Source: an optimization exercise on an open RTL-to-GDS flow (aim: small area). Production flows keep margins and buffers that such runs may drop.
Function was checked by simulation only, so behaviour that the tests miss may differ from the original.
Power is estimated from default activity; no workload was simulated.

// armreduced
module armreduced(
	input clk,
	input reset,
	output[31:0] pc,
	input[31:0] inst,
	input nIRQ,
	output [3:0] be,
	output[31:0] memaddr,
	output memwrite,
	output memread,
	output[31:0] writedata,
	input[31:0] readdata);
==> flow/config.mk <==
export PLATFORM = sky130hd
export DESIGN_NAME = armreduced
export DESIGN_NICKNAME = armreduced
export VERILOG_FILES = /design/flow/design.v
export SDC_FILE = /design/flow/constraint.sdc
export NUM_CORES = 4
export LEC_CHECK = 0
export CAP_MARGIN = 20
export CORE_MARGIN = 2
export CORE_UTILIZATION = 45
export SLEW_MARGIN = 20
==> flow/constraint.sdc <==
create_clock -name core_clock -period 10.0 [get_ports {clk}]
set_input_delay 2.0000 -clock core_clock [delete_from_list [all_inputs] [get_ports {clk}]]
set_output_delay 2.0000 -clock core_clock [all_outputs]
set_load 0.01 [all_outputs]
run.sh (not shown) runs the stock make flow with config.mk's settings and CLKGATE_MAP_FILE= SYNTH_SCRIPT=/design/flow/synth_recipe.tcl, a recipe that flattens the netlist after the stock synthesis.
The starting point finished clean.
Change:
==> flow/flow/run.sh (new file) <==
#!/bin/bash
# Standard layout (standard.sh, unchanged synthesis) with smaller port
# buffers and a clock tree without dummy loads.
export BUFFER_PORTS_ARGS="-buffer_cell sky130_fd_sc_hd__buf_1"
export CTS_ARGS="-sink_clustering_enable -repair_clock_nets -dont_use_dummy_load"
bash standard.sh > standard.log 2>&1
==> flow/standard.sh (new file) <==
#!/bin/bash
# synth_recipe.tcl (not shown) runs the flow's synth.tcl, then flattens the netlist and writes it again
# the make line also repeats each setting of config.mk as NAME=value (left out here)
make -C /OpenROAD-flow-scripts/flow DESIGN_CONFIG=/design/flow/config.mk WORK_HOME=/design/flow/orfs CLKGATE_MAP_FILE= SYNTH_SCRIPT=/design/flow/synth_recipe.tcl "${@:-finish}"
Settings changed: CORE_UTILIZATION 45 to 65.
removed: flow/run.sh
Effect:
- The new run finished clean
- design area drops by 6.1%
- maximum frequency rose by 6.6%
- synthesized area is unchanged
- synthesized cell count is unchanged
- sequential power is lower by about 1%
- clock skew grows by 0.041 ns
- setup slack is better by 0.49 ns
- routed wire length came out lower by 6.1%
- via count increases by 1.3%


Another version of the RTL of armreduced (not shown whole).
Size: roughly 2200 cells after synthesis, ~30000 µm² of cells after synthesis.
export LEC_CHECK = 0
export CAP_MARGIN = 20
export CORE_MARGIN = 2
export CORE_UTILIZATION = 60
export GPL_TIMING_DRIVEN = 0
export SLEW_MARGIN = 20
create_clock -name core_clock -period 10.0 [get_ports {clk}]
standard.sh (not shown) runs the stock make flow with config.mk's settings and CLKGATE_MAP_FILE= SYNTH_SCRIPT=/design/flow/synth_recipe.tcl, a recipe that flattens the netlist after the stock synthesis.
==> flow/flow/run.sh <==
#!/bin/bash
# Layout flow: the standard ORFS flow (standard.sh, standard synthesis
# script) with these changes:
#  - the instances of rfread and rfreadA (register-file read ports), rfwen
#    (register-file write enables), alu32 (ALU datapath) and shl (shifter)
#    are swapped for hand-mapped versions of
#    the same function (flow/*_cells.v) before synthesis; no register
#    changes;
#  - buf_1 port buffers;
#  - a clock tree of clkbuf_16 with large clusters, without dummy loads.
# Each tool's output goes to a log file in this folder.
set -euo pipefail
swap() {  # module, expected instance count
	local n
	n=$(grep -c "^[[:space:]]*$1 [a-z_]* (" design.v || true)
	if [[ "$n" != "$2" ]]; then echo "expected $2 $1 instances, found $n" >&2; exit 1; fi
	sed -i "s/^\([[:space:]]*\)$1 \([a-z_]*\) (/\1$1_cells \2 (/" design.v
	cat "flow/$1_cells.v" >> design.v
}
swap rfread 1
swap rfreadA 1
swap rfwen 1
swap alu32 1
swap shl 1
export BUFFER_PORTS_ARGS="-buffer_cell sky130_fd_sc_hd__buf_1"
export CTS_ARGS="-sink_clustering_enable -repair_clock_nets -dont_use_dummy_load -buf_list {sky130_fd_sc_hd__clkbuf_16} -sink_clustering_size 32 -sink_clustering_max_diameter 80"
bash standard.sh > standard.log 2>&1
Other scripts of this flow, unchanged in this note and not shown: flow/flow/alu32_cells.v, flow/flow/rfreadA_cells.v, flow/flow/rfread_cells.v, flow/flow/rfwen_cells.v, flow/flow/shl_cells.v
Next try:
Settings changed: ABC_AREA from default to 1.
After rerunning: The changed run finished clean; worst setup slack is better by 370 ps; clock skew came out higher by 9.3 ps; first-iteration DRC count rose by 2.0%; global-route usage fell by 0.71 points; synthesized area came out lower by 0.48%; via count is about the same; total power goes up by 2.5%; cell count came out higher by 2.6%; flip-flop and latch count does not change; synthesized cell count increases by 3.6%.
Next try:
--- a/flow/flow/run.sh
+++ b/flow/flow/run.sh
@@ -26 +26 @@
-export CTS_ARGS="-sink_clustering_enable -repair_clock_nets -dont_use_dummy_load -buf_list {sky130_fd_sc_hd__clkbuf_16} -sink_clustering_size 32 -sink_clustering_max_diameter 80"
+export CTS_ARGS="-sink_clustering_enable -repair_clock_nets -dont_use_dummy_load -buf_list {sky130_fd_sc_hd__clkbuf_16} -sink_clustering_size 24 -sink_clustering_max_diameter 70"
- The changed run completed with no timing, DRC or antenna violations
- sequential cell count stays the same
- non-clock buffer count does not change
- register-to-register slack gets worse by 20 ps
Next try:
--- a/flow/flow/run.sh
+++ b/flow/flow/run.sh
@@ -26 +26 @@
-export CTS_ARGS="-sink_clustering_enable -repair_clock_nets -dont_use_dummy_load -buf_list {sky130_fd_sc_hd__clkbuf_16} -sink_clustering_size 24 -sink_clustering_max_diameter 70"
+export CTS_ARGS="-sink_clustering_enable -repair_clock_nets -dont_use_dummy_load -buf_list {sky130_fd_sc_hd__clkbuf_16} -sink_clustering_size 32 -sink_clustering_max_diameter 80"
Settings changed: CORE_UTILIZATION 60 to 70.
What happened:
- routed wire length goes down by 2.8%
- count of clock-buffer cells in the layout goes down by 10
- clock skew goes down by 11 ps
- total power goes down by 2.8%
- setup slack degrades by 48 ps
- via count goes up by 1.7%

-- re-timing with driven ports --
Ports are ideal in the flow. The routed layouts listed here were re-timed in OpenROAD. Step 1 (the two cells are an assumption about what drives the block):
set clk [get_ports {clk}]
set_driving_cell -lib_cell sky130_fd_sc_hd__clkbuf_16 $clk
set_driving_cell -lib_cell sky130_fd_sc_hd__buf_2 [delete_from_list [all_inputs] $clk]
Step 2 adds t to the input delays and takes it off the output delays; t is the mean of the earliest and latest rising clock arrival at the registers after step 1. Input paths then give back, and output paths get back, about the clock's delay inside the block. a / b / c = no drivers / after step 1 / after step 2; a / b = the first two.
| run | shift t [ns] | slack for setup (ns) | worst register clock-pin slew, ns |
|---|---|---|---|
| the first run of note 1 | 0.700 | 2.064 / 2.106 / 1.406 | 0.07 / 0.07 |
| the second run of note 1 | 0.663 | 2.556 / 2.597 / 1.934 | 0.07 / 0.07 |
| the first run of note 2 | 0.638 | 2.256 / 2.282 / 1.644 | 0.11 / 0.11 |
| the second run of note 2 | 0.625 | 2.627 / 2.627 / 2.067 | 0.12 / 0.12 |
| the third run of note 2 | 0.630 | 2.607 / 2.607 / 2.086 | 0.10 / 0.10 |
| the fourth run of note 2 | 0.677 | 2.559 / 2.559 / 2.241 | 0.12 / 0.12 |
After both steps every run listed still meets setup and hold. For the first run of note 1, which loses most, drivers alone change the setup slack by +0.042 ns; drivers and shift together by -0.658 ns.
